This is an optimization exercise on Yosys and OpenROAD, whose aim is small area, a short achievable clock period and few clock cycles per item, not a production implementation.
The RTL was checked by simulation tests, not by an equivalence proof against the original design.
No activity file was given, so power comes from the tool's default toggle rates.

### design.v
module fadd_rsh (
  input  wire [3:0] f,
  input  wire [2:0] s,
  input  wire e,
  output wire [6:0] r,
  output wire sticky);
  wire [6:0] l3 = {1'b1, f, 2'b00} ^ {7{e}};
  wire [6:0] l2 = s[2] ? {{4{e}}, l3[6:4]} : l3;
  wire [6:0] l1 = s[1] ? {{2{e}}, l2[6:2]} : l2;
  assign r = s[0] ? {e, l1[6:1]} : l1;
  assign sticky = (s == 3'd3) ? f[0] :
                  (s == 3'd4) ? (f[1:0] != 2'd0) :
                  (s == 3'd5) ? (f[2:0] != 3'd0) :
                  (s == 3'd6) ? (f != 4'd0) :
                  (s == 3'd7);
endmodule
module fadd_s1 (
  input  wire [11:0] X,
  input  wire [11:0] Y,
  output wire [24:0] M);
  function [7:0] ks8(input [7:0] a, input [7:0] b, input cin);
    reg [8:0] g0, p0, g1, p1, g2, p2, g3;
    integer i;
    begin
      g0[0] = cin;
      p0[0] = 1'b0;
      for (i = 0; i < 8; i = i + 1) begin
        g0[i+1] = a[i] & b[i];
        p0[i+1] = a[i] ^ b[i];
      end
      for (i = 0; i < 9; i = i + 1) begin
        g1[i] = (i >= 1) ? (g0[i] | (p0[i] & g0[i-1])) : g0[i];
        p1[i] = (i >= 1) ? (p0[i] & p0[i-1]) : p0[i];
      end
      for (i = 0; i < 9; i = i + 1) begin
        g2[i] = (i >= 2) ? (g1[i] | (p1[i] & g1[i-2])) : g1[i];
        p2[i] = (i >= 2) ? (p1[i] & p1[i-2]) : p1[i];
      end
      for (i = 0; i < 9; i = i + 1)
        g3[i] = (i >= 4) ? (g2[i] | (p2[i] & g2[i-4])) : g2[i];
      for (i = 0; i < 8; i = i + 1)
        ks8[i] = p0[i+1] ^ g3[i];
    end
  endfunction
  function ge3(input [2:0] b, input [2:0] a);
    begin
      case ({b, a})
        6'd0: ge3 = 1'b1;
        6'd1: ge3 = 1'b0;
        6'd2: ge3 = 1'b0;
        6'd3: ge3 = 1'b0;
        6'd4: ge3 = 1'b0;
        6'd5: ge3 = 1'b0;
        6'd6: ge3 = 1'b0;
        6'd7: ge3 = 1'b0;
        6'd8: ge3 = 1'b1;
        6'd9: ge3 = 1'b1;
        6'd10: ge3 = 1'b0;
        6'd11: ge3 = 1'b0;
        6'd12: ge3 = 1'b0;
        6'd13: ge3 = 1'b0;
        6'd14: ge3 = 1'b0;
        6'd15: ge3 = 1'b0;
        6'd16: ge3 = 1'b1;
        6'd17: ge3 = 1'b1;
        6'd18: ge3 = 1'b1;
        6'd19: ge3 = 1'b0;
        6'd20: ge3 = 1'b0;
        6'd21: ge3 = 1'b0;
        6'd22: ge3 = 1'b0;
        6'd23: ge3 = 1'b0;
        6'd24: ge3 = 1'b1;
        6'd25: ge3 = 1'b1;
        6'd26: ge3 = 1'b1;
        6'd27: ge3 = 1'b1;
        6'd28: ge3 = 1'b0;
        6'd29: ge3 = 1'b0;
        6'd30: ge3 = 1'b0;
        6'd31: ge3 = 1'b0;
        6'd32: ge3 = 1'b1;
        6'd33: ge3 = 1'b1;
        6'd34: ge3 = 1'b1;
        6'd35: ge3 = 1'b1;
        6'd36: ge3 = 1'b1;
        6'd37: ge3 = 1'b0;
        6'd38: ge3 = 1'b0;
        6'd39: ge3 = 1'b0;
        6'd40: ge3 = 1'b1;
        6'd41: ge3 = 1'b1;
        6'd42: ge3 = 1'b1;
        6'd43: ge3 = 1'b1;
        6'd44: ge3 = 1'b1;
        6'd45: ge3 = 1'b1;
        6'd46: ge3 = 1'b0;
        6'd47: ge3 = 1'b0;
        6'd48: ge3 = 1'b1;
        6'd49: ge3 = 1'b1;
        6'd50: ge3 = 1'b1;
        6'd51: ge3 = 1'b1;
        6'd52: ge3 = 1'b1;
        6'd53: ge3 = 1'b1;
        6'd54: ge3 = 1'b1;
        6'd55: ge3 = 1'b0;
        6'd56: ge3 = 1'b1;
        6'd57: ge3 = 1'b1;
        6'd58: ge3 = 1'b1;
        6'd59: ge3 = 1'b1;
        6'd60: ge3 = 1'b1;
        6'd61: ge3 = 1'b1;
        6'd62: ge3 = 1'b1;
        6'd63: ge3 = 1'b1;
        default: ge3 = 1'b0;
      endcase
    end
  endfunction
  function [2:0] sub3(input [2:0] a, input [2:0] b);
    begin
      case ({a, b})
        6'd0: sub3 = 3'd0;
        6'd1: sub3 = 3'd7;
        6'd2: sub3 = 3'd6;
        6'd3: sub3 = 3'd5;
        6'd4: sub3 = 3'd4;
        6'd5: sub3 = 3'd3;
        6'd6: sub3 = 3'd2;
        6'd7: sub3 = 3'd1;
        6'd8: sub3 = 3'd1;
        6'd9: sub3 = 3'd0;
        6'd10: sub3 = 3'd7;
        6'd11: sub3 = 3'd6;
        6'd12: sub3 = 3'd5;
        6'd13: sub3 = 3'd4;
        6'd14: sub3 = 3'd3;
        6'd15: sub3 = 3'd2;
        6'd16: sub3 = 3'd2;
        6'd17: sub3 = 3'd1;
        6'd18: sub3 = 3'd0;
        6'd19: sub3 = 3'd7;
        6'd20: sub3 = 3'd6;
        6'd21: sub3 = 3'd5;
        6'd22: sub3 = 3'd4;
        6'd23: sub3 = 3'd3;
        6'd24: sub3 = 3'd3;
        6'd25: sub3 = 3'd2;
        6'd26: sub3 = 3'd1;
        6'd27: sub3 = 3'd0;
        6'd28: sub3 = 3'd7;
        6'd29: sub3 = 3'd6;
        6'd30: sub3 = 3'd5;
        6'd31: sub3 = 3'd4;
        6'd32: sub3 = 3'd4;
        6'd33: sub3 = 3'd3;
        6'd34: sub3 = 3'd2;
        6'd35: sub3 = 3'd1;
        6'd36: sub3 = 3'd0;
        6'd37: sub3 = 3'd7;
        6'd38: sub3 = 3'd6;
        6'd39: sub3 = 3'd5;
        6'd40: sub3 = 3'd5;
        6'd41: sub3 = 3'd4;
        6'd42: sub3 = 3'd3;
        6'd43: sub3 = 3'd2;
        6'd44: sub3 = 3'd1;
        6'd45: sub3 = 3'd0;
        6'd46: sub3 = 3'd7;
        6'd47: sub3 = 3'd6;
        6'd48: sub3 = 3'd6;
        6'd49: sub3 = 3'd5;
        6'd50: sub3 = 3'd4;
        6'd51: sub3 = 3'd3;
        6'd52: sub3 = 3'd2;
        6'd53: sub3 = 3'd1;
        6'd54: sub3 = 3'd0;
        6'd55: sub3 = 3'd7;
        6'd56: sub3 = 3'd7;
        6'd57: sub3 = 3'd6;
        6'd58: sub3 = 3'd5;
        6'd59: sub3 = 3'd4;
        6'd60: sub3 = 3'd3;
        6'd61: sub3 = 3'd2;
        6'd62: sub3 = 3'd1;
        6'd63: sub3 = 3'd0;
        default: sub3 = 3'd0;
      endcase
    end
  endfunction
  wire [1:0] exnX = X[11:10], exnY = Y[11:10];
  wire [5:0] dXY = {1'b0, X[8:4]} - {1'b0, Y[8:4]};
  wire [4:0] dYX = Y[8:4] - X[8:4];
  wire [1:0] hX = X[8:7], hY = Y[8:7];
  wire [2:0] lX = X[6:4], lY = Y[6:4];
  wire geXY = ge3(lX, lY);
  wire geYX = ge3(lY, lX);
  wire hEq = (hX == hY);
  wire hX1 = (hX == hY + 2'd1);
  wire hY1 = (hY == hX + 2'd1);
  wire xLtY = (hX < hY) | (hEq & ~geXY);
  wire oXY = ~(geXY ? hEq : hX1);
  wire oYX = ~(geYX ? hEq : hY1);
  wire swap = ((exnX == exnY) & xLtY) | (exnX < exnY);
  wire [11:0] nX = swap ? Y : X;
  wire [11:0] nY = swap ? X : Y;
  wire [4:0] ed = swap ? dYX : dXY[4:0];
  wire ed0 = X[4] ^ Y[4];
  wire effSub = X[9] ^ Y[9];
  wire selClose = (ed[4:1] == 4'b0000) & effSub;
  wire [6:0] A  = {2'b01, X[3:0], 1'b0};
  wire [6:0] Bv = {2'b01, Y[3:0], 1'b0};
  wire [6:0] A1 = {3'b001, X[3:0]};
  wire [6:0] B1 = {3'b001, Y[3:0]};
  wire [6:0] amb = A - Bv;
  wire [6:0] bma = Bv - A;
  wire [6:0] amb1 = A - B1;
  wire [6:0] bma1 = Bv - A1;
  wire [5:0] frcE = amb[6] ? bma[5:0] : amb[5:0];
  wire fscE = swap ? bma[6] : amb[6];
  wire [6:0] dO = swap ? bma1 : amb1;
  wire [5:0] frc1 = ed0 ? dO[5:0] : frcE;
  wire fsc = ed0 ? dO[6] : fscE;
  wire [2:0] lXY = sub3(X[6:4], Y[6:4]);
  wire [2:0] lYX = sub3(Y[6:4], X[6:4]);
  wire [6:0] shY, shX;
  wire stY, stX;
  fadd_rsh rY (.f(Y[3:0]), .s(lXY), .e(effSub), .r(shY), .sticky(stY));
  fadd_rsh rX (.f(X[3:0]), .s(lYX), .e(effSub), .r(shX), .sticky(stX));
  wire [7:0] opY = oXY ? {8{effSub}} : {effSub, shY};
  wire [7:0] opX = oYX ? {8{effSub}} : {effSub, shX};
  wire sN = oXY | stY;
  wire sS = oYX | stX;
  wire [7:0] rN = ks8({2'b01, X[3:0], 2'b00}, opY, effSub & ~sN);
  wire [7:0] rS = ks8({2'b01, Y[3:0], 2'b00}, opX, effSub & ~sS);
  wire [7:0] r0 = swap ? rS : rN;
  wire sticky = swap ? sS : sN;
  wire [3:0] exnXY = {nX[11:10], nY[11:10]};
  wire n0101 = (exnX == 2'b01) & (exnY == 2'b01);
  wire [1:0] exnS = (exnXY == 4'b1110) ? 2'b11 :
                    (exnXY == 4'b1010) ? {1'b1, effSub} : exnXY[3:2];
  wire resSign = (selClose & (frc1 == 6'd0)) ? 1'b0 : (nX[9] ^ (selClose & fsc));
  wire sgnR = (exnXY == 4'b0000) ? (nX[9] & nY[9]) : n0101 ? resSign : nX[9];
  wire [5:0] frcM = n0101 ? frc1 : {2'b00, nX[3:0]};
  assign M = {n0101, exnS, sgnR, nX[8:4], selClose, frcM, r0, sticky};
endmodule
module fadd_s2 (
  input  wire [24:0] M,
  output wire [11:0] R);
  wire n0101 = M[24];
  wire [1:0] exnS = M[23:22];
  wire sgnR = M[21];
  wire [4:0] eN = M[20:16];
  wire selClose = M[15];
  wire [5:0] frc1 = M[14:9];
  wire [7:0] r0 = M[8:1];
  wire sticky = M[0];
  wire [6:0] E = {2'b00, eN};
  wire c2 = (frc1[5:2] == 4'd0);
  wire [5:0] n2 = c2 ? {frc1[1:0], 4'b0000} : frc1;
  wire c1 = (n2[5:4] == 2'd0);
  wire [5:0] n1 = c1 ? {n2[3:0], 2'b00} : n2;
  wire c0 = ~n1[5];
  wire [5:0] n0 = c0 ? {n1[4:0], 1'b0} : n1;
  wire [2:0] nz = {c2, c1, c0};
  wire roundClose = n0[0] & n0[1];
  wire closeZero = (frc1 == 6'd0);
  wire [6:0] expClose = E - {4'b0000, nz};
  wire [4:0] fracC = {1'b0, n0[4:1]} + {4'd0, roundClose};
  wire [6:0] expC = expClose;
  wire [1:0] lb = r0[7:6];
  wire [3:0] f1 = (lb == 2'b00) ? r0[4:1] : (lb == 2'b01) ? r0[5:2] : r0[6:3];
  wire rb = (lb == 2'b00) ? r0[0] : (lb == 2'b01) ? r0[1] : r0[2];
  wire sb = (lb == 2'b00) ? sticky : (lb == 2'b01) ? (r0[0] | sticky) : (r0[1] | r0[0] | sticky);
  wire roundFar = rb & (sb | f1[0]);
  wire [4:0] fracF = {1'b0, f1} + {4'd0, roundFar};
  wire [6:0] Em1 = E - 7'd1, Ep1 = E + 7'd1, Ep2 = E + 7'd2;
  wire cf = fracF[4];
  wire [6:0] expF = (lb == 2'b00) ? (cf ? E : Em1) :
                    (lb == 2'b01) ? (cf ? Ep1 : E) : (cf ? Ep2 : Ep1);
  wire [10:0] rr = selClose ? {expC, fracC[3:0]} : {expF, fracF[3:0]};
  wire zfc = selClose & closeZero;
  wire [1:0] uo = rr[10:9];
  wire [1:0] exn2 = uo[1] ? 2'b00 : uo[0] ? {~zfc, 1'b0} : {1'b0, ~zfc};
  wire [1:0] exnR = n0101 ? exn2 : exnS;
  wire [8:0] es = n0101 ? rr[8:0] : {eN, frc1[3:0]};
  assign R = {exnR, sgnR, es};
endmodule
module fmul_s1 (
  input  wire [11:0] X,
  input  wire [11:0] Y,
  output wire [19:0] M);
  wire sign = X[9] ^ Y[9];
  wire [6:0] expSum = {2'b00, X[8:4]} + {2'b00, Y[8:4]} - 7'd15;
  wire [4:0] a = {1'b1, X[3:0]};
  wire [9:0] p0 = {5'd0, a & {5{Y[0]}}};
  wire [9:0] p1 = {4'd0, a & {5{Y[1]}}, 1'd0};
  wire [9:0] p2 = {3'd0, a & {5{Y[2]}}, 2'd0};
  wire [9:0] p3 = {2'd0, a & {5{Y[3]}}, 3'd0};
  wire [9:0] p4 = {1'd0, a, 4'd0};
  wire [9:0] s1 = p0 ^ p1 ^ p2;
  wire [9:0] c1 = {(p0[8:0] & p1[8:0]) | (p0[8:0] & p2[8:0]) | (p1[8:0] & p2[8:0]), 1'b0};
  wire [9:0] s2 = s1 ^ c1 ^ p3;
  wire [9:0] c2 = {(s1[8:0] & c1[8:0]) | (s1[8:0] & p3[8:0]) | (c1[8:0] & p3[8:0]), 1'b0};
  wire [9:0] s3 = s2 ^ c2 ^ p4;
  wire [9:0] c3 = {(s2[8:0] & c2[8:0]) | (s2[8:0] & p4[8:0]) | (c2[8:0] & p4[8:0]), 1'b0};
  wire [9:0] sigProd = s3 + c3;
  wire [3:0] es = {X[11:10], Y[11:10]};
  wire [1:0] exc = (es == 4'b0000 || es == 4'b0001 || es == 4'b0100) ? 2'b00 :
                   (es == 4'b0101) ? 2'b01 :
                   (es == 4'b0110 || es == 4'b1001 || es == 4'b1010) ? 2'b10 : 2'b11;
  assign M = {exc, sign, expSum, sigProd};
endmodule
module fmul_s2 (
  input  wire [19:0] M,
  output wire [11:0] R);
  wire [1:0] exc = M[19:18];
  wire sign = M[17];
  wire [6:0] expSum = M[16:10];
  wire [9:0] sigProd = M[9:0];
  wire norm = sigProd[9];
  wire [6:0] expPost = expSum + {6'd0, norm};
  wire [9:0] spe = norm ? {sigProd[8:0], 1'b0} : {sigProd[7:0], 2'b00};
  wire guard = (spe[4:0] != 5'd0);
  wire rnd = spe[5] & (guard | spe[6]);
  wire [10:0] esr = {expPost, spe[9:6]} + {10'd0, rnd};
  wire [1:0] excPost = (esr[10:9] == 2'b00) ? 2'b01 : (esr[10:9] == 2'b01) ? 2'b10 : 2'b00;
  wire [1:0] fexc = (exc == 2'b01) ? excPost : exc;
  assign R = {fexc, sign, esr[8:0]};
endmodule
`default_nettype none
module linear (
	clk,
	rst,
	start,
	ready,
	done,
	p__arg0_0_0,
	p__arg0_0_1,
	p__arg0_0_10,
	p__arg0_0_2,
	p__arg0_0_3,
	p__arg0_0_4,
	p__arg0_0_5,
	p__arg0_0_6,
	p__arg0_0_7,
	p__arg0_0_8,
	p__arg0_0_9,
	p___constant_11x11xf32_0_0,
	p___constant_11x11xf32_0_1,
	p___constant_11x11xf32_0_10,
	p___constant_11x11xf32_0_2,
	p___constant_11x11xf32_0_3,
	p___constant_11x11xf32_0_4,
	p___constant_11x11xf32_0_5,
	p___constant_11x11xf32_0_6,
	p___constant_11x11xf32_0_7,
	p___constant_11x11xf32_0_8,
	p___constant_11x11xf32_0_9,
	p___constant_11x11xf32_10_0,
	p___constant_11x11xf32_10_1,
	p___constant_11x11xf32_10_10,
	p___constant_11x11xf32_10_2,
	p___constant_11x11xf32_10_3,
	p___constant_11x11xf32_10_4,
	p___constant_11x11xf32_10_5,
	p___constant_11x11xf32_10_6,
	p___constant_11x11xf32_10_7,
	p___constant_11x11xf32_10_8,
	p___constant_11x11xf32_10_9,
	p___constant_11x11xf32_1_0,
	p___constant_11x11xf32_1_1,
	p___constant_11x11xf32_1_10,
	p___constant_11x11xf32_1_2,
	p___constant_11x11xf32_1_3,
	p___constant_11x11xf32_1_4,
	p___constant_11x11xf32_1_5,
	p___constant_11x11xf32_1_6,
	p___constant_11x11xf32_1_7,
	p___constant_11x11xf32_1_8,
	p___constant_11x11xf32_1_9,
	p___constant_11x11xf32_2_0,
	p___constant_11x11xf32_2_1,
	p___constant_11x11xf32_2_10,
	p___constant_11x11xf32_2_2,
	p___constant_11x11xf32_2_3,
	p___constant_11x11xf32_2_4,
	p___constant_11x11xf32_2_5,
	p___constant_11x11xf32_2_6,
	p___constant_11x11xf32_2_7,
	p___constant_11x11xf32_2_8,
	p___constant_11x11xf32_2_9,
	p___constant_11x11xf32_3_0,
	p___constant_11x11xf32_3_1,
	p___constant_11x11xf32_3_10,
	p___constant_11x11xf32_3_2,
	p___constant_11x11xf32_3_3,
	p___constant_11x11xf32_3_4,
	p___constant_11x11xf32_3_5,
	p___constant_11x11xf32_3_6,
	p___constant_11x11xf32_3_7,
	p___constant_11x11xf32_3_8,
	p___constant_11x11xf32_3_9,
	p___constant_11x11xf32_4_0,
	p___constant_11x11xf32_4_1,
	p___constant_11x11xf32_4_10,
	p___constant_11x11xf32_4_2,
	p___constant_11x11xf32_4_3,
	p___constant_11x11xf32_4_4,
	p___constant_11x11xf32_4_5,
	p___constant_11x11xf32_4_6,
	p___constant_11x11xf32_4_7,
	p___constant_11x11xf32_4_8,
	p___constant_11x11xf32_4_9,
	p___constant_11x11xf32_5_0,
	p___constant_11x11xf32_5_1,
	p___constant_11x11xf32_5_10,
	p___constant_11x11xf32_5_2,
	p___constant_11x11xf32_5_3,
	p___constant_11x11xf32_5_4,
	p___constant_11x11xf32_5_5,
	p___constant_11x11xf32_5_6,
	p___constant_11x11xf32_5_7,
	p___constant_11x11xf32_5_8,
	p___constant_11x11xf32_5_9,
	p___constant_11x11xf32_6_0,
	p___constant_11x11xf32_6_1,
	p___constant_11x11xf32_6_10,
	p___constant_11x11xf32_6_2,
	p___constant_11x11xf32_6_3,
	p___constant_11x11xf32_6_4,
	p___constant_11x11xf32_6_5,
	p___constant_11x11xf32_6_6,
	p___constant_11x11xf32_6_7,
	p___constant_11x11xf32_6_8,
	p___constant_11x11xf32_6_9,
	p___constant_11x11xf32_7_0,
	p___constant_11x11xf32_7_1,
	p___constant_11x11xf32_7_10,
	p___constant_11x11xf32_7_2,
	p___constant_11x11xf32_7_3,
	p___constant_11x11xf32_7_4,
	p___constant_11x11xf32_7_5,
	p___constant_11x11xf32_7_6,
	p___constant_11x11xf32_7_7,
	p___constant_11x11xf32_7_8,
	p___constant_11x11xf32_7_9,
	p___constant_11x11xf32_8_0,
	p___constant_11x11xf32_8_1,
	p___constant_11x11xf32_8_10,
	p___constant_11x11xf32_8_2,
	p___constant_11x11xf32_8_3,
	p___constant_11x11xf32_8_4,
	p___constant_11x11xf32_8_5,
	p___constant_11x11xf32_8_6,
	p___constant_11x11xf32_8_7,
	p___constant_11x11xf32_8_8,
	p___constant_11x11xf32_8_9,
	p___constant_11x11xf32_9_0,
	p___constant_11x11xf32_9_1,
	p___constant_11x11xf32_9_10,
	p___constant_11x11xf32_9_2,
	p___constant_11x11xf32_9_3,
	p___constant_11x11xf32_9_4,
	p___constant_11x11xf32_9_5,
	p___constant_11x11xf32_9_6,
	p___constant_11x11xf32_9_7,
	p___constant_11x11xf32_9_8,
	p___constant_11x11xf32_9_9,
	p___constant_11xf32_0,
	p___constant_11xf32_1,
	p___constant_11xf32_10,
	p___constant_11xf32_2,
	p___constant_11xf32_3,
	p___constant_11xf32_4,
	p___constant_11xf32_5,
	p___constant_11xf32_6,
	p___constant_11xf32_7,
	p___constant_11xf32_8,
	p___constant_11xf32_9,
	output_p_val_313
);
	input wire clk;
	input wire rst;
	input wire start;
	output wire ready;
	output wire done;
	input wire [11:0] p__arg0_0_0;
	input wire [11:0] p__arg0_0_1;
	input wire [11:0] p__arg0_0_10;
	input wire [11:0] p__arg0_0_2;
	input wire [11:0] p__arg0_0_3;
	input wire [11:0] p__arg0_0_4;
	input wire [11:0] p__arg0_0_5;
	input wire [11:0] p__arg0_0_6;
	input wire [11:0] p__arg0_0_7;
	input wire [11:0] p__arg0_0_8;
	input wire [11:0] p__arg0_0_9;
	input wire [11:0] p___constant_11x11xf32_0_0;
	input wire [11:0] p___constant_11x11xf32_0_1;
	input wire [11:0] p___constant_11x11xf32_0_10;
	input wire [11:0] p___constant_11x11xf32_0_2;
	input wire [11:0] p___constant_11x11xf32_0_3;
	input wire [11:0] p___constant_11x11xf32_0_4;
	input wire [11:0] p___constant_11x11xf32_0_5;
	input wire [11:0] p___constant_11x11xf32_0_6;
	input wire [11:0] p___constant_11x11xf32_0_7;
	input wire [11:0] p___constant_11x11xf32_0_8;
	input wire [11:0] p___constant_11x11xf32_0_9;
	input wire [11:0] p___constant_11x11xf32_10_0;
	input wire [11:0] p___constant_11x11xf32_10_1;
	input wire [11:0] p___constant_11x11xf32_10_10;
	input wire [11:0] p___constant_11x11xf32_10_2;
	input wire [11:0] p___constant_11x11xf32_10_3;
	input wire [11:0] p___constant_11x11xf32_10_4;
	input wire [11:0] p___constant_11x11xf32_10_5;
	input wire [11:0] p___constant_11x11xf32_10_6;
	input wire [11:0] p___constant_11x11xf32_10_7;
	input wire [11:0] p___constant_11x11xf32_10_8;
	input wire [11:0] p___constant_11x11xf32_10_9;
	input wire [11:0] p___constant_11x11xf32_1_0;
	input wire [11:0] p___constant_11x11xf32_1_1;
	input wire [11:0] p___constant_11x11xf32_1_10;
	input wire [11:0] p___constant_11x11xf32_1_2;
	input wire [11:0] p___constant_11x11xf32_1_3;
	input wire [11:0] p___constant_11x11xf32_1_4;
	input wire [11:0] p___constant_11x11xf32_1_5;
	input wire [11:0] p___constant_11x11xf32_1_6;
	input wire [11:0] p___constant_11x11xf32_1_7;
	input wire [11:0] p___constant_11x11xf32_1_8;
	input wire [11:0] p___constant_11x11xf32_1_9;
	input wire [11:0] p___constant_11x11xf32_2_0;
	input wire [11:0] p___constant_11x11xf32_2_1;
	input wire [11:0] p___constant_11x11xf32_2_10;
	input wire [11:0] p___constant_11x11xf32_2_2;
	input wire [11:0] p___constant_11x11xf32_2_3;
	input wire [11:0] p___constant_11x11xf32_2_4;
	input wire [11:0] p___constant_11x11xf32_2_5;
	input wire [11:0] p___constant_11x11xf32_2_6;
	input wire [11:0] p___constant_11x11xf32_2_7;
	input wire [11:0] p___constant_11x11xf32_2_8;
	input wire [11:0] p___constant_11x11xf32_2_9;
	input wire [11:0] p___constant_11x11xf32_3_0;
	input wire [11:0] p___constant_11x11xf32_3_1;
	input wire [11:0] p___constant_11x11xf32_3_10;
	input wire [11:0] p___constant_11x11xf32_3_2;
	input wire [11:0] p___constant_11x11xf32_3_3;
	input wire [11:0] p___constant_11x11xf32_3_4;
	input wire [11:0] p___constant_11x11xf32_3_5;
	input wire [11:0] p___constant_11x11xf32_3_6;
	input wire [11:0] p___constant_11x11xf32_3_7;
	input wire [11:0] p___constant_11x11xf32_3_8;
	input wire [11:0] p___constant_11x11xf32_3_9;
	input wire [11:0] p___constant_11x11xf32_4_0;
	input wire [11:0] p___constant_11x11xf32_4_1;
	input wire [11:0] p___constant_11x11xf32_4_10;
	input wire [11:0] p___constant_11x11xf32_4_2;
	input wire [11:0] p___constant_11x11xf32_4_3;
	input wire [11:0] p___constant_11x11xf32_4_4;
	input wire [11:0] p___constant_11x11xf32_4_5;
	input wire [11:0] p___constant_11x11xf32_4_6;
	input wire [11:0] p___constant_11x11xf32_4_7;
	input wire [11:0] p___constant_11x11xf32_4_8;
	input wire [11:0] p___constant_11x11xf32_4_9;
	input wire [11:0] p___constant_11x11xf32_5_0;
	input wire [11:0] p___constant_11x11xf32_5_1;
	input wire [11:0] p___constant_11x11xf32_5_10;
	input wire [11:0] p___constant_11x11xf32_5_2;
	input wire [11:0] p___constant_11x11xf32_5_3;
	input wire [11:0] p___constant_11x11xf32_5_4;
	input wire [11:0] p___constant_11x11xf32_5_5;
	input wire [11:0] p___constant_11x11xf32_5_6;
	input wire [11:0] p___constant_11x11xf32_5_7;
	input wire [11:0] p___constant_11x11xf32_5_8;
	input wire [11:0] p___constant_11x11xf32_5_9;
	input wire [11:0] p___constant_11x11xf32_6_0;
	input wire [11:0] p___constant_11x11xf32_6_1;
	input wire [11:0] p___constant_11x11xf32_6_10;
	input wire [11:0] p___constant_11x11xf32_6_2;
	input wire [11:0] p___constant_11x11xf32_6_3;
	input wire [11:0] p___constant_11x11xf32_6_4;
	input wire [11:0] p___constant_11x11xf32_6_5;
	input wire [11:0] p___constant_11x11xf32_6_6;
	input wire [11:0] p___constant_11x11xf32_6_7;
	input wire [11:0] p___constant_11x11xf32_6_8;
	input wire [11:0] p___constant_11x11xf32_6_9;
	input wire [11:0] p___constant_11x11xf32_7_0;
	input wire [11:0] p___constant_11x11xf32_7_1;
	input wire [11:0] p___constant_11x11xf32_7_10;
	input wire [11:0] p___constant_11x11xf32_7_2;
	input wire [11:0] p___constant_11x11xf32_7_3;
	input wire [11:0] p___constant_11x11xf32_7_4;
	input wire [11:0] p___constant_11x11xf32_7_5;
	input wire [11:0] p___constant_11x11xf32_7_6;
	input wire [11:0] p___constant_11x11xf32_7_7;
	input wire [11:0] p___constant_11x11xf32_7_8;
	input wire [11:0] p___constant_11x11xf32_7_9;
	input wire [11:0] p___constant_11x11xf32_8_0;
	input wire [11:0] p___constant_11x11xf32_8_1;
	input wire [11:0] p___constant_11x11xf32_8_10;
	input wire [11:0] p___constant_11x11xf32_8_2;
	input wire [11:0] p___constant_11x11xf32_8_3;
	input wire [11:0] p___constant_11x11xf32_8_4;
	input wire [11:0] p___constant_11x11xf32_8_5;
	input wire [11:0] p___constant_11x11xf32_8_6;
	input wire [11:0] p___constant_11x11xf32_8_7;
	input wire [11:0] p___constant_11x11xf32_8_8;
	input wire [11:0] p___constant_11x11xf32_8_9;
	input wire [11:0] p___constant_11x11xf32_9_0;
	input wire [11:0] p___constant_11x11xf32_9_1;
	input wire [11:0] p___constant_11x11xf32_9_10;
	input wire [11:0] p___constant_11x11xf32_9_2;
	input wire [11:0] p___constant_11x11xf32_9_3;
	input wire [11:0] p___constant_11x11xf32_9_4;
	input wire [11:0] p___constant_11x11xf32_9_5;
	input wire [11:0] p___constant_11x11xf32_9_6;
	input wire [11:0] p___constant_11x11xf32_9_7;
	input wire [11:0] p___constant_11x11xf32_9_8;
	input wire [11:0] p___constant_11x11xf32_9_9;
	input wire [11:0] p___constant_11xf32_0;
	input wire [11:0] p___constant_11xf32_1;
	input wire [11:0] p___constant_11xf32_10;
	input wire [11:0] p___constant_11xf32_2;
	input wire [11:0] p___constant_11xf32_3;
	input wire [11:0] p___constant_11xf32_4;
	input wire [11:0] p___constant_11xf32_5;
	input wire [11:0] p___constant_11xf32_6;
	input wire [11:0] p___constant_11xf32_7;
	input wire [11:0] p___constant_11xf32_8;
	input wire [11:0] p___constant_11xf32_9;
	output wire [11:0] output_p_val_313;
reg busy;
reg [5:0] cnt;
reg ready_r, done_r;
wire last = (cnt == 6'd36);
always @(posedge clk) begin
  if (rst) begin
    busy <= 1'b0;
    cnt <= 6'd0;
    ready_r <= 1'b1;
    done_r <= 1'b0;
  end else begin
    done_r <= busy & (cnt == 6'd35);
    if (!busy) begin
      if (start) begin
        busy <= 1'b1;
        cnt <= 6'd1;
        ready_r <= 1'b0;
      end
    end else if (last) begin
      busy <= 1'b0;
      cnt <= 6'd0;
      ready_r <= 1'b1;
    end else begin
      cnt <= cnt + 6'd1;
    end
  end
end
assign ready = ready_r;
assign done = done_r;
reg [21:0] oh;
always @(posedge clk) begin
  if (rst | (busy & last)) oh <= 22'd1;
  else if (busy | start) oh <= {oh[20:0], 1'b0};
end
reg [11:0] xr;
always @(posedge clk)
  xr <=
    ({12{(oh[0] | oh[1])}} & p__arg0_0_0) |
    ({12{(oh[2] | oh[3])}} & p__arg0_0_1) |
    ({12{(oh[4] | oh[5])}} & p__arg0_0_2) |
    ({12{(oh[6] | oh[7])}} & p__arg0_0_3) |
    ({12{(oh[8] | oh[9])}} & p__arg0_0_4) |
    ({12{(oh[10] | oh[11])}} & p__arg0_0_5) |
    ({12{(oh[12] | oh[13])}} & p__arg0_0_6) |
    ({12{(oh[14] | oh[15])}} & p__arg0_0_7) |
    ({12{(oh[16] | oh[17])}} & p__arg0_0_8) |
    ({12{(oh[18] | oh[19])}} & p__arg0_0_9) |
    ({12{(oh[20] | oh[21])}} & p__arg0_0_10);
reg q_zx;                 
reg q_yb0, q_yb1;         
reg q_t1, q_t2, q_t3, q_t4;   
reg q_ym;                 
reg q_xs, q_xs4, q_xs5;   
reg q_xh, q_xh4, q_xh5;   
always @(posedge clk) begin
  q_zx <= (cnt == 6'd1) | (cnt == 6'd2);
  q_yb0 <= (cnt == 6'd23);
  q_yb1 <= (cnt == 6'd24);
  q_t1 <= (cnt == 6'd26);
  q_t2 <= (cnt == 6'd28);
  q_t3 <= (cnt == 6'd30);
  q_t4 <= (cnt == 6'd32);
  q_ym <= ~((cnt == 6'd23) | (cnt == 6'd24) | (cnt == 6'd26) | (cnt == 6'd28) | (cnt == 6'd30) | (cnt == 6'd32));
  q_xh <= (cnt == 6'd26);
  q_xh4 <= (cnt == 6'd26) | (cnt == 6'd31);
  q_xh5 <= (cnt == 6'd26) | (cnt == 6'd27);
  q_xs <= ~((cnt == 6'd1) | (cnt == 6'd2) | (cnt == 6'd26));
  q_xs4 <= ~((cnt == 6'd1) | (cnt == 6'd2) | (cnt == 6'd26) | (cnt == 6'd31));
  q_xs5 <= ~((cnt == 6'd1) | (cnt == 6'd2) | (cnt == 6'd26) | (cnt == 6'd27));
end
reg [11:0] wr0;
always @(posedge clk)
  wr0 <=
    ({12{oh[0]}} & p___constant_11x11xf32_0_0) |
    ({12{oh[1]}} & p___constant_11x11xf32_1_0) |
    ({12{oh[2]}} & p___constant_11x11xf32_0_1) |
    ({12{oh[3]}} & p___constant_11x11xf32_1_1) |
    ({12{oh[4]}} & p___constant_11x11xf32_0_2) |
    ({12{oh[5]}} & p___constant_11x11xf32_1_2) |
    ({12{oh[6]}} & p___constant_11x11xf32_0_3) |
    ({12{oh[7]}} & p___constant_11x11xf32_1_3) |
    ({12{oh[8]}} & p___constant_11x11xf32_0_4) |
    ({12{oh[9]}} & p___constant_11x11xf32_1_4) |
    ({12{oh[10]}} & p___constant_11x11xf32_0_5) |
    ({12{oh[11]}} & p___constant_11x11xf32_1_5) |
    ({12{oh[12]}} & p___constant_11x11xf32_0_6) |
    ({12{oh[13]}} & p___constant_11x11xf32_1_6) |
    ({12{oh[14]}} & p___constant_11x11xf32_0_7) |
    ({12{oh[15]}} & p___constant_11x11xf32_1_7) |
    ({12{oh[16]}} & p___constant_11x11xf32_0_8) |
    ({12{oh[17]}} & p___constant_11x11xf32_1_8) |
    ({12{oh[18]}} & p___constant_11x11xf32_0_9) |
    ({12{oh[19]}} & p___constant_11x11xf32_1_9) |
    ({12{oh[20]}} & p___constant_11x11xf32_0_10) |
    ({12{oh[21]}} & p___constant_11x11xf32_1_10);
reg [19:0] mm0;
wire [19:0] mmd0;
wire [11:0] m0;
fmul_s1 mul1_0 (.X(xr), .Y(wr0), .M(mmd0));
always @(posedge clk) mm0 <= mmd0;
fmul_s2 mul2_0 (.M(mm0), .R(m0));
reg [11:0] ax0, ay0;
reg [24:0] am0;
wire [24:0] amd0;
wire [11:0] s0;
fadd_s1 add1_0 (.X(ax0), .Y(ay0), .M(amd0));
always @(posedge clk) am0 <= amd0;
fadd_s2 add2_0 (.M(am0), .R(s0));
reg [11:0] wr1;
always @(posedge clk)
  wr1 <=
    ({12{oh[0]}} & p___constant_11x11xf32_2_0) |
    ({12{oh[1]}} & p___constant_11x11xf32_3_0) |
    ({12{oh[2]}} & p___constant_11x11xf32_2_1) |
    ({12{oh[3]}} & p___constant_11x11xf32_3_1) |
    ({12{oh[4]}} & p___constant_11x11xf32_2_2) |
    ({12{oh[5]}} & p___constant_11x11xf32_3_2) |
    ({12{oh[6]}} & p___constant_11x11xf32_2_3) |
    ({12{oh[7]}} & p___constant_11x11xf32_3_3) |
    ({12{oh[8]}} & p___constant_11x11xf32_2_4) |
    ({12{oh[9]}} & p___constant_11x11xf32_3_4) |
    ({12{oh[10]}} & p___constant_11x11xf32_2_5) |
    ({12{oh[11]}} & p___constant_11x11xf32_3_5) |
    ({12{oh[12]}} & p___constant_11x11xf32_2_6) |
    ({12{oh[13]}} & p___constant_11x11xf32_3_6) |
    ({12{oh[14]}} & p___constant_11x11xf32_2_7) |
    ({12{oh[15]}} & p___constant_11x11xf32_3_7) |
    ({12{oh[16]}} & p___constant_11x11xf32_2_8) |
    ({12{oh[17]}} & p___constant_11x11xf32_3_8) |
    ({12{oh[18]}} & p___constant_11x11xf32_2_9) |
    ({12{oh[19]}} & p___constant_11x11xf32_3_9) |
    ({12{oh[20]}} & p___constant_11x11xf32_2_10) |
    ({12{oh[21]}} & p___constant_11x11xf32_3_10);
reg [19:0] mm1;
wire [19:0] mmd1;
wire [11:0] m1;
fmul_s1 mul1_1 (.X(xr), .Y(wr1), .M(mmd1));
always @(posedge clk) mm1 <= mmd1;
fmul_s2 mul2_1 (.M(mm1), .R(m1));
reg [11:0] ax1, ay1;
reg [24:0] am1;
wire [24:0] amd1;
wire [11:0] s1;
fadd_s1 add1_1 (.X(ax1), .Y(ay1), .M(amd1));
always @(posedge clk) am1 <= amd1;
fadd_s2 add2_1 (.M(am1), .R(s1));
reg [11:0] wr2;
always @(posedge clk)
  wr2 <=
    ({12{oh[0]}} & p___constant_11x11xf32_4_0) |
    ({12{oh[1]}} & p___constant_11x11xf32_5_0) |
    ({12{oh[2]}} & p___constant_11x11xf32_4_1) |
    ({12{oh[3]}} & p___constant_11x11xf32_5_1) |
    ({12{oh[4]}} & p___constant_11x11xf32_4_2) |
    ({12{oh[5]}} & p___constant_11x11xf32_5_2) |
    ({12{oh[6]}} & p___constant_11x11xf32_4_3) |
    ({12{oh[7]}} & p___constant_11x11xf32_5_3) |
    ({12{oh[8]}} & p___constant_11x11xf32_4_4) |
    ({12{oh[9]}} & p___constant_11x11xf32_5_4) |
    ({12{oh[10]}} & p___constant_11x11xf32_4_5) |
    ({12{oh[11]}} & p___constant_11x11xf32_5_5) |
    ({12{oh[12]}} & p___constant_11x11xf32_4_6) |
    ({12{oh[13]}} & p___constant_11x11xf32_5_6) |
    ({12{oh[14]}} & p___constant_11x11xf32_4_7) |
    ({12{oh[15]}} & p___constant_11x11xf32_5_7) |
    ({12{oh[16]}} & p___constant_11x11xf32_4_8) |
    ({12{oh[17]}} & p___constant_11x11xf32_5_8) |
    ({12{oh[18]}} & p___constant_11x11xf32_4_9) |
    ({12{oh[19]}} & p___constant_11x11xf32_5_9) |
    ({12{oh[20]}} & p___constant_11x11xf32_4_10) |
    ({12{oh[21]}} & p___constant_11x11xf32_5_10);
reg [19:0] mm2;
wire [19:0] mmd2;
wire [11:0] m2;
fmul_s1 mul1_2 (.X(xr), .Y(wr2), .M(mmd2));
always @(posedge clk) mm2 <= mmd2;
fmul_s2 mul2_2 (.M(mm2), .R(m2));
reg [11:0] ax2, ay2;
reg [24:0] am2;
wire [24:0] amd2;
wire [11:0] s2;
fadd_s1 add1_2 (.X(ax2), .Y(ay2), .M(amd2));
always @(posedge clk) am2 <= amd2;
fadd_s2 add2_2 (.M(am2), .R(s2));
reg [11:0] wr3;
always @(posedge clk)
  wr3 <=
    ({12{oh[0]}} & p___constant_11x11xf32_6_0) |
    ({12{oh[1]}} & p___constant_11x11xf32_7_0) |
    ({12{oh[2]}} & p___constant_11x11xf32_6_1) |
    ({12{oh[3]}} & p___constant_11x11xf32_7_1) |
    ({12{oh[4]}} & p___constant_11x11xf32_6_2) |
    ({12{oh[5]}} & p___constant_11x11xf32_7_2) |
    ({12{oh[6]}} & p___constant_11x11xf32_6_3) |
    ({12{oh[7]}} & p___constant_11x11xf32_7_3) |
    ({12{oh[8]}} & p___constant_11x11xf32_6_4) |
    ({12{oh[9]}} & p___constant_11x11xf32_7_4) |
    ({12{oh[10]}} & p___constant_11x11xf32_6_5) |
    ({12{oh[11]}} & p___constant_11x11xf32_7_5) |
    ({12{oh[12]}} & p___constant_11x11xf32_6_6) |
    ({12{oh[13]}} & p___constant_11x11xf32_7_6) |
    ({12{oh[14]}} & p___constant_11x11xf32_6_7) |
    ({12{oh[15]}} & p___constant_11x11xf32_7_7) |
    ({12{oh[16]}} & p___constant_11x11xf32_6_8) |
    ({12{oh[17]}} & p___constant_11x11xf32_7_8) |
    ({12{oh[18]}} & p___constant_11x11xf32_6_9) |
    ({12{oh[19]}} & p___constant_11x11xf32_7_9) |
    ({12{oh[20]}} & p___constant_11x11xf32_6_10) |
    ({12{oh[21]}} & p___constant_11x11xf32_7_10);
reg [19:0] mm3;
wire [19:0] mmd3;
wire [11:0] m3;
fmul_s1 mul1_3 (.X(xr), .Y(wr3), .M(mmd3));
always @(posedge clk) mm3 <= mmd3;
fmul_s2 mul2_3 (.M(mm3), .R(m3));
reg [11:0] ax3, ay3;
reg [24:0] am3;
wire [24:0] amd3;
wire [11:0] s3;
fadd_s1 add1_3 (.X(ax3), .Y(ay3), .M(amd3));
always @(posedge clk) am3 <= amd3;
fadd_s2 add2_3 (.M(am3), .R(s3));
reg [11:0] wr4;
always @(posedge clk)
  wr4 <=
    ({12{oh[0]}} & p___constant_11x11xf32_8_0) |
    ({12{oh[1]}} & p___constant_11x11xf32_9_0) |
    ({12{oh[2]}} & p___constant_11x11xf32_8_1) |
    ({12{oh[3]}} & p___constant_11x11xf32_9_1) |
    ({12{oh[4]}} & p___constant_11x11xf32_8_2) |
    ({12{oh[5]}} & p___constant_11x11xf32_9_2) |
    ({12{oh[6]}} & p___constant_11x11xf32_8_3) |
    ({12{oh[7]}} & p___constant_11x11xf32_9_3) |
    ({12{oh[8]}} & p___constant_11x11xf32_8_4) |
    ({12{oh[9]}} & p___constant_11x11xf32_9_4) |
    ({12{oh[10]}} & p___constant_11x11xf32_8_5) |
    ({12{oh[11]}} & p___constant_11x11xf32_9_5) |
    ({12{oh[12]}} & p___constant_11x11xf32_8_6) |
    ({12{oh[13]}} & p___constant_11x11xf32_9_6) |
    ({12{oh[14]}} & p___constant_11x11xf32_8_7) |
    ({12{oh[15]}} & p___constant_11x11xf32_9_7) |
    ({12{oh[16]}} & p___constant_11x11xf32_8_8) |
    ({12{oh[17]}} & p___constant_11x11xf32_9_8) |
    ({12{oh[18]}} & p___constant_11x11xf32_8_9) |
    ({12{oh[19]}} & p___constant_11x11xf32_9_9) |
    ({12{oh[20]}} & p___constant_11x11xf32_8_10) |
    ({12{oh[21]}} & p___constant_11x11xf32_9_10);
reg [19:0] mm4;
wire [19:0] mmd4;
wire [11:0] m4;
fmul_s1 mul1_4 (.X(xr), .Y(wr4), .M(mmd4));
always @(posedge clk) mm4 <= mmd4;
fmul_s2 mul2_4 (.M(mm4), .R(m4));
reg [11:0] ax4, ay4;
reg [24:0] am4;
wire [24:0] amd4;
wire [11:0] s4;
fadd_s1 add1_4 (.X(ax4), .Y(ay4), .M(amd4));
always @(posedge clk) am4 <= amd4;
fadd_s2 add2_4 (.M(am4), .R(s4));
reg [11:0] wr5;
always @(posedge clk)
  wr5 <=
    ({12{oh[0]}} & p___constant_11x11xf32_10_0) |
    ({12{oh[1]}} & p___constant_11x11xf32_10_0) |
    ({12{oh[2]}} & p___constant_11x11xf32_10_1) |
    ({12{oh[3]}} & p___constant_11x11xf32_10_1) |
    ({12{oh[4]}} & p___constant_11x11xf32_10_2) |
    ({12{oh[5]}} & p___constant_11x11xf32_10_2) |
    ({12{oh[6]}} & p___constant_11x11xf32_10_3) |
    ({12{oh[7]}} & p___constant_11x11xf32_10_3) |
    ({12{oh[8]}} & p___constant_11x11xf32_10_4) |
    ({12{oh[9]}} & p___constant_11x11xf32_10_4) |
    ({12{oh[10]}} & p___constant_11x11xf32_10_5) |
    ({12{oh[11]}} & p___constant_11x11xf32_10_5) |
    ({12{oh[12]}} & p___constant_11x11xf32_10_6) |
    ({12{oh[13]}} & p___constant_11x11xf32_10_6) |
    ({12{oh[14]}} & p___constant_11x11xf32_10_7) |
    ({12{oh[15]}} & p___constant_11x11xf32_10_7) |
    ({12{oh[16]}} & p___constant_11x11xf32_10_8) |
    ({12{oh[17]}} & p___constant_11x11xf32_10_8) |
    ({12{oh[18]}} & p___constant_11x11xf32_10_9) |
    ({12{oh[19]}} & p___constant_11x11xf32_10_9) |
    ({12{oh[20]}} & p___constant_11x11xf32_10_10) |
    ({12{oh[21]}} & p___constant_11x11xf32_10_10);
reg [19:0] mm5;
wire [19:0] mmd5;
wire [11:0] m5;
fmul_s1 mul1_5 (.X(xr), .Y(wr5), .M(mmd5));
always @(posedge clk) mm5 <= mmd5;
fmul_s2 mul2_5 (.M(mm5), .R(m5));
reg [11:0] ax5, ay5;
reg [24:0] am5;
wire [24:0] amd5;
wire [11:0] s5;
fadd_s1 add1_5 (.X(ax5), .Y(ay5), .M(amd5));
always @(posedge clk) am5 <= amd5;
fadd_s2 add2_5 (.M(am5), .R(s5));
always @(posedge clk) begin
  if (q_zx) ax0 <= 12'd0;
  else if (!q_xh) ax0 <= s0;
end
always @(posedge clk)
  ay0 <=
    ({12{q_ym}} & m0) |
    ({12{q_yb0}} & p___constant_11xf32_0) |
    ({12{q_yb1}} & p___constant_11xf32_1) |
    ({12{q_t1}} & s0) |
    ({12{q_t2}} & s1) |
    ({12{q_t3}} & s2) |
    ({12{q_t4}} & ax4);
always @(posedge clk) begin
  if (q_zx) ax1 <= 12'd0;
  else if (!q_xh) ax1 <= s1;
end
always @(posedge clk)
  ay1 <=
    ({12{q_ym}} & m1) |
    ({12{q_yb0}} & p___constant_11xf32_2) |
    ({12{q_yb1}} & p___constant_11xf32_3) |
    ({12{q_t1}} & s1);
always @(posedge clk) begin
  if (q_zx) ax2 <= 12'd0;
  else if (!q_xh) ax2 <= s2;
end
always @(posedge clk)
  ay2 <=
    ({12{q_ym}} & m2) |
    ({12{q_yb0}} & p___constant_11xf32_4) |
    ({12{q_yb1}} & p___constant_11xf32_5) |
    ({12{q_t1}} & s2) |
    ({12{q_t2}} & s3);
always @(posedge clk) begin
  if (q_zx) ax3 <= 12'd0;
  else if (!q_xh) ax3 <= s3;
end
always @(posedge clk)
  ay3 <=
    ({12{q_ym}} & m3) |
    ({12{q_yb0}} & p___constant_11xf32_6) |
    ({12{q_yb1}} & p___constant_11xf32_7) |
    ({12{q_t1}} & s3);
always @(posedge clk) begin
  if (q_zx) ax4 <= 12'd0;
  else if (!q_xh4) ax4 <= s4;
end
always @(posedge clk)
  ay4 <=
    ({12{q_ym}} & m4) |
    ({12{q_yb0}} & p___constant_11xf32_8) |
    ({12{q_yb1}} & p___constant_11xf32_9) |
    ({12{q_t1}} & s4) |
    ({12{q_t2}} & ax5);
always @(posedge clk) begin
  if (q_zx) ax5 <= 12'd0;
  else if (!q_xh5) ax5 <= s5;
end
always @(posedge clk)
  ay5 <=
    ({12{q_ym}} & m5) |
    ({12{q_yb0}} & p___constant_11xf32_10) |
    ({12{q_yb1}} & p___constant_11xf32_10) |
    ({12{q_t1}} & s5);
reg [11:0] out_r;
always @(posedge clk) out_r <= s0;
assign output_p_val_313 = out_r;
endmodule
### constraint.sdc
create_clock -name core_clock -period 8.0 [get_ports {clk}]
set_input_delay 1.6000 -clock core_clock [delete_from_list [all_inputs] [get_ports {clk}]]
set_output_delay 1.6000 -clock core_clock [all_outputs]
set_load 0.01 [all_outputs]
### flow/run.sh
#!/bin/bash
# The standard layout, with the port buffers made of the smallest buffer
# cell (sky130_fd_sc_hd__buf_1) instead of the one buffer_ports picks itself.
set -euo pipefail
export BUFFER_PORTS_ARGS="-buffer_cell sky130_fd_sc_hd__buf_1"
bash standard.sh > standard_flow.log 2>&1
### standard.sh
#!/bin/bash
# synth_recipe.tcl (not shown) runs the flow's synth.tcl, then flattens the netlist and writes it again
# the make line also repeats each setting of config.mk as NAME=value (left out here)
make -C /OpenROAD-flow-scripts/flow DESIGN_CONFIG=/design/flow/config.mk WORK_HOME=/design/flow/orfs CLKGATE_MAP_FILE= SYNTH_SCRIPT=/design/flow/synth_recipe.tcl "${@:-finish}"
### config.mk
export PLATFORM = sky130hd
export DESIGN_NAME = linear
export DESIGN_NICKNAME = linear
export VERILOG_FILES = /design/flow/design.v
export SDC_FILE = /design/flow/constraint.sdc
export NUM_CORES = 4
export LEC_CHECK = 0
export CAP_MARGIN = 30
export CORE_AREA = 5 5 555 555
export DIE_AREA = 0 0 560 560
export PLACE_DENSITY = 0.7
export SETUP_SLACK_MARGIN = 5
export SLEW_MARGIN = 30
export TNS_END_PERCENT = 100
==> results.txt, run 1 <==
FILL cells 32,700; worst vdd ir 0.313 mV; Hold Path End out_r[9]; initial antenna violation count 221; Finish-stage setup viols 0; fin crit share 46.6%; R2R cell count 19; CP most frequent cell buf_4; vias after detailed routing 71,000; final hold viol count 0; Nets 11,400; worst r2r src ay0[5]; simple-gate share of the synthesized area 18.8%; largest family of logic cells by synthesized area compound AO/OA/AOI/OAI gates; critical path type reg -> reg; P per Cell Area 499 nW/um2; max cap viols 0; Mapped Area 55,700 um2; TNS Setup 0 ns; CTS Hold Bufs 0; Area after DPL 67,600 um2; DR iter-0 viols 9,494; drt pass-1 iters 10; count of state elements after synthesis 551; WP data arrival 4.32 ns; reg-to-reg slack, setup 4.27 ns; DIE WIDTH 560 um; status complete, no violations; Post-synth EDFFs 0; uppermost routed layer met5; CP Data Required Time 8.59 ns; endpoint class of the critical path register; Sequential Area 11,400 um2; crit path max fanout 4; xor and xnor area share after synthesis 6.93%; asr flop ratio synth 0%; count of buffers from port buffering 1,732; area added between synthesis and finish 43.9%; final non-filler cell area 80,200 um2; Global Route Usage Sum 26.9%; Root Buffer clkbuf_16; Leakage 29.9 nW; Top Ports 1,733; DRC violations left 0; net count after synthesis 9,417; post-route ant nets 0; synthesized area per cell 7.83 um2; worst hold stages 0; WP depth 19; worst min path class reg -> reg; Total Wirelength 453,000 um; critical path, cell by cell clkinvlp_4, ha_4, or3b_4, a21oi_4, a211oi_4, o211ai_1, buf_4, buf_4, nand2_2, o311ai_2, nor2_1, ha_2, nand2_1, or3_1, a211o_1, a41oi_2, o21ai_2, a31oi_1, xnor2_1; crit path time final 3.73 ns; Die ar. 314,000 um2; Slew Viols, Final 0; htree depth 3; share of cells above drive strength 1 19.7%; Max stage delay cell, worst path dfxtp_4; Core Rows 202; met1 WL 154,000 um; Core Box Area 302,000 um2; worst r2r dst am0[8]; Final Power 40.0 mW; cts bufs inserted 79; slowest stage delay, CP 0.37 ns; HPWL after DPL 355,000 um; die height 560 um; Vias per Instance 5.29; CP delay by family, top compound AO/OA/AOI/OAI gates; RD Place Congestion 1.07; Worst-path clk slew 0.06 ns; global-route wire length before repair 582,000 um; Initial Utilization 18.4%; wire length on met3 44,900 um; Clock Latency Late Sink 0.73 ns; post-synthesis compound-gate area fraction 30.1%; area of the multi-input gates 46,400 um2; Cells after Synth 7,118; Met2 Wirelength 215,000 um; Slew Limit Headroom 28.5%; Adder-Cell Fraction of Synth Area 14.7%; grt ovf 0; fmax 268 MHz; buffers and inverters on the worst path 3; largest net degree at the start of global routing 80; vias in the first global route 66,300; synth warn 2; register area share after synthesis 19.8%; post-synthesis mux area share 3.95%; unrepaired setup endpoints after global routing yes; clock buffer depth 3; Distinct cells, synth 113; CTS tree built; Worst-Margin Slew 1.07 ns; top_reg_cell synth dfxtp_1; crit path launch type register; wire per inst 33.8 um; clk_skew 0.0639 ns; Hold Startpoint am0[21]; clk sinks 551
## final cells by class
type / instances / share of cell area (%)
Clock buffer: 96 / 2.70
Timing Repair Buffer: 2390 / 15.5
Sequential cell: 551 / 14.3
Antenna cell: 258 / 0.805
Timing Repair inverter: 1 / 0.00624
Multi-Input combinational cell: 5746 / 57.9
Inverter: 356 / 1.87
Tap cell: 3978 / 6.21
Clock inverter: 49 / 0.797
## flip-flops by register name, indices dropped and copies added (netlist names), 20 cells and up
register / cells
am0: 25
am1: 25
am2: 25
am3: 25
am4: 25
am5: 25
mm0: 20
mm1: 20
mm2: 20
mm3: 20
mm4: 20
mm5: 20
oh: 22
## synthesized netlist by cell type (23+ instances only)
cell | n | share of area, %
nand2_1 | 571 | 3.8
dfxtp_1 | 551 | 20
nor2_1 | 517 | 3.5
a22oi_1 | 502 | 6.8
ha_1 | 460 | 10
a21oi_1 | 380 | 3.4
clkbuf_1 | 380 | 2.6
o21ai_0 | 377 | 3.4
inv_1 | 347 | 2.3
nand3_1 | 293 | 2.6
xnor2_1 | 273 | 4.3
a221oi_1 | 156 | 2.5
xor2_1 | 156 | 2.5
a22o_1 | 154 | 2.4
mux2i_1 | 152 | 2.7
and2_1 | 138 | 1.5
fa_1 | 120 | 4.3
nor3_1 | 103 | 0.93
nand4_1 | 99 | 1.1
a211oi_1 | 92 | 1.2
nor2b_1 | 90 | 1.0
a222oi_1 | 78 | 1.4
nand2b_1 | 78 | 0.88
o211ai_1 | 77 | 1.0
and3_1 | 64 | 0.72
a31oi_1 | 61 | 0.68
a21o_1 | 54 | 0.73
mux2_2 | 54 | 1.1
buf_1 | 51 | 0.34
or2_2 | 38 | 0.43
o21a_1 | 35 | 0.47
buf_2 | 32 | 0.29
o31ai_1 | 32 | 0.43
o22ai_1 | 31 | 0.35
nor3b_1 | 29 | 0.39
o221ai_1 | 27 | 0.42
or3_1 | 25 | 0.28
nand3b_1 | 23 | 0.31
nor4_1 | 23 | 0.26
## worst register-to-register path, delay by kind of cell, from the launching register on
| kind | cells | cell delay, ns |
|---|---|---|
| flip-flops | 1 | 0.37 |
| adder cells (fa/ha/maj) | 2 | 0.44 |
| buffers and inverters | 3 | 0.50 |
| AND/OR/NAND/NOR | 5 | 0.95 |
| AO/OA/AOI/OAI | 8 | 1.31 |
| XOR/XNOR | 1 | 0.09 |
## through the flow
stage	instances	setup WS, ns	hold WS, ns	utilization (%)
after global placement	12500	2.74	0.419	22.4
after CTS	13000	4.34	0.429	25.2
after detailed placement	12500	2.69	0.421	22.4
after global routing	13400	4.09	0.447	26.5
after floorplan	7118	4.21	0.351	-
final	13400	4.27	0.442	26.5
## routing by layer
layer,up-vias,global-route usage (%)
met4,60,20.6
met1,34100,28.8
met5,-,0
met3,1130,7.97
met2,4776,44.7
li1,30900,-
## how the worst max path moves through the flow
| stage | startpoint | to | slack, ns |
|---|---|---|---|
| global placement | p___constant_11x11xf32_2_2[4] | wr1[4] | 2.74 |
| CTS | ax2[5] | am2[6] | 4.34 |
| global route | ay0[5] | am0[8] | 4.09 |
| detailed placement | p___constant_11x11xf32_2_2[4] | wr1[4] | 2.69 |
| floorplan | ax2[5] | am2[8] | 4.21 |
| finish | ay0[5] | am0[8] | 4.27 |
## what timing repair did
item	CTS	global route
gates cloned	9	4
endpoints found under the setup margin	245	159
resized for setup	658	471
setup buffers	372	148
pin swaps	249	279
## cell usage in the layout (no fill, tap or decap), types with 277 or more instances in the layout
cell,n
dfxtp_1,407
nor2_1,465
buf_4,533
inv_1,299
nand2_1,546
a22oi_1,491
o21ai_0,277
ha_1,377
buf_1,1726
a21oi_1,315
## logic make-up (layout without fill, tap and decap cells)
logic type	Yosys count	after routing
other cells	0	258
simple gates	2152	2154
mux	211	211
fa+ha+maj	585	585
buf+inv	827	2892
compound gates	2357	2361
xor+xnor	435	435
flops	551	551
## power breakdown
part	internal (mW)	switching (mW)	leakage, nW
clock	2.26	1.65	1.36
sequential	3.99	1.88	4.67
combinational	13.3	16.9	23.9
Testbench counts, summed over its fixed seeds: cycles 29,600, items 800.
==> run 2, diff against run 1 <==
--- a/config.mk
+++ b/config.mk
@@ -7,2 +7,3 @@
 export LEC_CHECK = 0
+export ABC_AREA = 1
 export CAP_MARGIN = 30
==> run 2 against run 1 <==
- global-route usage grew 3.5 points
- register-to-register slack better by 0.46 ns
- die area unchanged
- first-iteration DRC count fell by 18%
- critical path depth down 12
- largest cell class unchanged
==> results.txt, run 2 <==
die height 560 um; Worst-path clk slew 0.06 ns; crit path launch type register; top-count cell post-synth nand2_1; hold slack 0.433 ns; highest-count cells in the layout ignoring fill and taps 2,687 x nand2_1, 1,730 x buf_1, 806 x inv_1; HPWL after DPL 416,000 um; final non-filler cell total 15,500; Distinct cells, synth 81; final hold viol count 0; drt pass-1 iters 6; clk_skew 0.0602 ns; Clk pwr share 9.2%; Nets 13,400; initial antenna violation count 272; switching share of power 55.0%; top_reg_cell synth dfxtp_1; most common cell after layout, fill and taps aside nand2_1; global-route wire length before repair 647,000 um; unrepaired setup endpoints after global routing yes; synthesized area per cell 6.34 um2; Mapped Area 58,100 um2; WP data arrival 3.83 ns; htree depth 3; Vias per Instance 5.03; area of the multi-input gates 46,100 um2; Root Buffer clkbuf_16; DRC violations left 0; area added between synthesis and finish 40.0%; crit path time final 3.27 ns; met3 Usage GRT 6.73%; Die ar. 314,000 um2; post-route worst setup slack 4.73 ns; count of state elements after synthesis 551; Leakage 34.5 nW; post-synth top area cell dfxtp_1; vias in the first global route 71,000; CTS tree built; fin crit share 40.9%; Core Box Area 302,000 um2; Combinational Power Share 77.8%; DR iter-0 viols 7,738; net count after synthesis 11,500; Worst-Margin Slew 1.19 ns; GRT busiest layer met2; status complete, no violations; Sequential Area 11,400 um2; R2R cell count 7; post-route ant nets 0; FILL cells 33,800; share of cells above drive strength 1 15.9%; register area share after synthesis 19.0%; Core Rows 202; Final Power 44.4 mW; clock buffer depth 3; largest cells by area after synthesis dfxtp_1 19%, nand2_1 18%, ha_1 9.9%; GR Util met2 50.8%; vias after detailed routing 78,200; worst hold stages 0; Finish-stage setup viols 0; worst min path class reg -> reg; Total Wirelength 513,000 um; clk sinks 551; count of buffers from port buffering 1,732; Post-synth top cells 2,863 x nand2_1, 894 x inv_1, 673 x nand3_1; grt ovf 0; dpl cells 14,600; crit path max fanout 30; endpoint class of the critical path register; P per Cell Area 546 nW/um2; Initial Utilization 19.2%; Clock Latency Late Sink 0.76 ns; wire per inst 33.0 um; RD Place Congestion 1.06; worst vdd ir 0.346 mV; cts bufs inserted 80; largest net degree at the start of global routing 63; Yosys top cell area share 19.0%; Int Pwr 20.0 mW; pre-CTS WS 3.43 ns; fmax 306 MHz; Slew Limit Headroom 20.1%; CTS Hold Bufs 0; DIE WIDTH 560 um; Post-synth EDFFs 0; Psw 24.4 mW; max cap viols 0; Top Ports 1,733; GRT met1 Usage 33.6%; CP Data Required Time 8.56 ns; asr flop ratio synth 0%; synth warn 2; Slew Viols, Final 0; critical path type reg -> reg; Global Route Usage Sum 30.5%; sequential share of power 13.0%; TNS Setup 0 ns; Cells after Synth 9,163
run 2: cell types whose count changed after synthesis, sizes merged, moves of 149 or more:
cell	change
nand3	+404
nand2	+2349
xnor2	-150
inv	+592
a22oi	-459
nand4	+219
o21ai	+181
mux2i	-149
run 2: cell families after synthesis:
group           count (synthesis)  share of synthesized area (%)
simple gates                 4687                           35.0
compound gates               1733                           18.6
buf+inv                      1330                           9.00
fa+ha+maj                     580                           14.0
flops                         551                           19.0
xor+xnor                      277                           4.30
mux                             5                         0.0861
run 2: timing repair:
item                                    CTS  global route
gates resized for setup                 443           797
setup buffers                           197           219
endpoints found under the setup margin  206           164
gates cloned                              6             8
pin swaps                               128           378
run 2: final cells by class:
class / count / share of cell area, %
inverter: 952 / 4.74
clock buffer: 102 / 2.78
antenna: 367 / 1.13
clock inverter: 47 / 0.858
timing repair inverter: 1 / 0.00615
timing repair buffer: 2255 / 13.7
sequential: 551 / 14.0
tap: 3978 / 6.12
multi-input combinational: 7292 / 56.7
run 2: stage by stage:
stage / util [%] / area (um2)
6_report: 26.9 / 81300
5_1_grt: 26.9 / 81200
4_1_cts: 25.0 / 75400
3_5_place_dp: 22.9 / 69100
3_3_place_gp: 22.9 / 69100
2_1_floorplan: - / 58400
run 2: critical path, cell delays in order, from the launching register on:
cell      delay (ns)
dfxtp_4         0.42
buf_4           0.27
buf_4           0.31
a22o_2          0.49
a221oi_4        0.56
nand3_4         0.21
a221oi_4        0.46
nand4_1         0.18
run 2: path summary, 6_finish.rpt:
check	endpoint	slack (ns)	from
setup / recovery	wr1[4]	4.73	oh[2]
hold / removal	out_r[9]	0.43	am0[21]
setup reg to reg	wr1[4]	4.73	oh[2]
hold reg to reg	out_r[9]	0.43	am0[21]
run 2: power groups by stage:
stage,clock network (mW),logic [mW],registers [mW]
after floorplan,0,19.5,4.82
after global placement,0,25.4,5.76
after detailed placement,0,25.3,5.76
after CTS,4.17,28.2,5.64
after global routing,4.26,37.7,5.86
final,4.09,34.5,5.75
run 2: metal layers:
| layer | vias to the layer above | wire [um] |
|---|---|---|
| met2 | 4540 | 238000 |
| met4 | 72 | 50300 |
| met1 | 37100 | 183000 |
| met5 | - | 512 |
| met3 | 1152 | 40600 |
| li1 | 35300 | - |
==> run 3, diff against run 2 <==
--- a/config.mk
+++ b/config.mk
@@ -7,9 +7,8 @@
 export LEC_CHECK = 0
-export ABC_AREA = 1
-export CAP_MARGIN = 30
+export CAP_MARGIN = 10
 export CORE_AREA = 5 5 555 555
 export DIE_AREA = 0 0 560 560
-export PLACE_DENSITY = 0.7
+export PLACE_DENSITY = 0.8
 export SETUP_SLACK_MARGIN = 5
-export SLEW_MARGIN = 30
+export SLEW_MARGIN = 10
 export TNS_END_PERCENT = 100
==> run 3 against run 2 <==
- still clean
- synthesized cell count shrank 22%
- hold slack worse by 0.015 ns
- sequential power up 3%
- clock power shrank 13%
- largest power group unchanged
==> results.txt, run 3 <==
Global Route Usage Sum 27.9%; worst vdd ir 0.248 mV; TNS Setup 0 ns; crit path time final 3.90 ns; RD Place Congestion 1.07; CP Data Required Time 8.54 ns; worst r2r dst am1[8]; Slew Viols, Final 0; crit path launch type register; Leakage 29.7 nW; Finish-stage setup viols 0; WP data arrival 4.44 ns; CP most frequent cell ha_1; Initial Utilization 18.4%; R2R cell count 16; FILL cells 32,600; global-route wire length before repair 600,000 um; CP delay by family, top compound AO/OA/AOI/OAI gates; synth warn 2; worst r2r src ax1[6]; Final Power 39.8 mW; asr flop ratio synth 0%; post-route ant nets 0; top_reg_cell synth dfxtp_1; Core Box Area 302,000 um2; GR Util met2 46.4%; buffers and inverters on the worst path 3; area of the multi-input gates 46,300 um2; DIE WIDTH 560 um; share of cells above drive strength 1 19.1%; GRT busiest layer met2; clk sinks 551; clock buffer depth 3; GRT met1 Usage 30.0%; Hold Startpoint am0[21]; Post-synth EDFFs 0; Top Ports 1,733; unrepaired setup endpoints after global routing yes; DRC violations left 0; most common cell after layout, fill and taps aside buf_1; Sequential Area 11,400 um2; reg-to-reg slack, setup 4.10 ns; final hold viol count 0; met3 Usage GRT 8.26%; Worst-path clk slew 0.06 ns; post-synth top area cell dfxtp_1; critical path type reg -> reg; grt ovf 0; count of state elements after synthesis 551; status complete, no violations; highest-count cells in the layout ignoring fill and taps 1,727 x buf_1, 546 x nand2_1, 520 x buf_4; Max stage delay cell, worst path mux2_2; Post-synth top cells 571 x nand2_1, 551 x dfxtp_1, 517 x nor2_1; largest cells by area after synthesis dfxtp_1 20%, ha_1 10%, a22oi_1 6.8%; count of buffers from port buffering 1,732; endpoint class of the critical path register; Distinct cells, synth 113; top-count cell post-synth nand2_1; synthesized area per cell 7.83 um2; crit path max fanout 5; wire per inst 35.2 um; drt pass-1 iters 9; vias in the first global route 67,100; critical path, cell by cell clkinv_8, ha_1, a31oi_1, a211oi_1, mux2_2, inv_4, nor2_2, o211ai_1, xnor2_1, ha_1, buf_4, nand4_1, nor3_1, o41a_1, or3_1, a211oi_2; P per Cell Area 500 nW/um2; net count after synthesis 9,417; Slew Limit Headroom 9.75%; Core Rows 202; Total Wirelength 471,000 um; Vias per Instance 5.39; CTS tree built; register area share after synthesis 19.8%; worst hold stages 0; initial antenna violation count 211; die height 560 um; htree depth 3; clk_skew 0.0460 ns; worst min path class reg -> reg; Hold Path End out_r[9]; Root Buffer clkbuf_16; Nets 11,400; Worst-Margin Slew 1.35 ns; cts bufs inserted 76; HPWL after DPL 368,000 um; area added between synthesis and finish 43.1%; Die ar. 314,000 um2; slowest stage delay, CP 0.44 ns; fin crit share 48.8%; Mapped Area 55,700 um2; largest net degree at the start of global routing 54; Cells after Synth 7,118; Clock Latency Late Sink 0.69 ns; Yosys top cell area share 19.8%; max cap viols 0; vias after detailed routing 72,200; fmax 256 MHz; DR iter-0 viols 9,217
[run 3: changes by cell type after synthesis, sizes merged, moves of 89 or more]
cell	change
nand2	-2349
and2	+134
clkbuf	+112
o21ai	-181
xnor2	+150
a22oi	+459
nor2b	+89
mux2i	+149
nand4	-219
nand3	-404
inv	-592
a21oi	-123
[run 3: metrics by stage]
stage                     instances  setup slack, ns  util (%)  hold slack [ns]  instance area [um2]
after floorplan                7118             4.21         -            0.351                57000
after global placement        12500             2.89      22.4            0.412                67600
after detailed placement      12500             2.90      22.4            0.405                67700
after CTS                     13000             4.32      25.3            0.408                76400
after global routing          13300             3.87      26.4            0.419                79600
final                         13400             4.10      26.4            0.419                79700
[run 3: area by class of cell]
class | instances | share of cell area (%)
Multi-Input combinational cell | 5743 | 58.1
Timing Repair Buffer | 2378 | 15.6
Sequential cell | 551 | 14.4
Tap cell | 3978 | 6.24
Clock buffer | 97 | 2.65
Inverter | 356 | 1.91
Antenna cell | 233 | 0.732
Clock inverter | 40 | 0.477
Timing Repair inverter | 1 | 0.00628
[run 3: logic make-up (layout without fill, tap and decap cells)]
logic type | count (synthesis) | after routing | synth area share (%)
adder cells (fa/ha/maj) | 585 | 585 | 14.7
AND/OR/NAND/NOR | 2152 | 2155 | 18.8
flip-flops | 551 | 551 | 19.8
multiplexers | 211 | 211 | 3.95
buffers and inverters | 827 | 2872 | 5.69
XOR/XNOR | 435 | 435 | 6.93
AO/OA/AOI/OAI | 2357 | 2357 | 30.1
other | 0 | 233 | 0
[run 3: repair_timing]
action / in CTS / in global routing
hold buffers: 0 / 0
resized for setup: 699 / 371
setup endpoints to repair: 239 / 163
setup buffers: 368 / 127
hold endpoints to repair: 0 / 0
pin swaps: 276 / 247
gates cloned: 11 / 3
[run 3: worst reg2reg max path, delay by kind of cell, from the launching register on]
kind	cells	cell delay, ns
AOI/OAI and AO/OA	5	1.32
and+or+nand+nor	4	0.57
adders and majority gates	2	0.56
muxes	1	0.44
DFF	1	0.40
buffers and inverters	3	0.32
xor gates and xnor gates	1	0.16
[run 3: worst max-delay path by stage]
stage                                  startpoint     end  slack [ns]  depth (start not counted)
detailed placement  p___constant_11x11xf32_5_1[2]  wr2[2]        2.90                          6
global placement    p___constant_11x11xf32_5_1[2]  wr2[2]        2.89                          6
global route                               ax1[6]  am1[8]        3.87                         17
floorplan                                  ax2[5]  am2[8]        4.21                         18
finish                                     ax1[6]  am1[8]        4.10                         16
CTS                                        ax2[5]  am2[6]        4.32                         17
[run 3: power by group]
part | switching, mW | total [mW] | internal (mW)
combinational | 16.9 | 30.4 | 13.5
sequential | 1.95 | 5.93 | 3.99
clock | 1.60 | 3.54 | 1.94
[run 3: routing by layer]
| layer | part of all wire [%] | vias to the layer above |
|---|---|---|
| met4 | 9.3 | 72 |
| met3 | 10 | 1315 |
| met5 | 0.097 | - |
| li1 | - | 30800 |
| met2 | 47 | 5246 |
| met1 | 34 | 34700 |

Setup slack of run 3, layout unchanged: 4.098 ns with ideal ports, 4.098 ns with driving cells assumed (clock clkbuf_16, inputs buf_2), 4.098 ns with port delays also shifted by the 0.770 ns mid clock arrival.
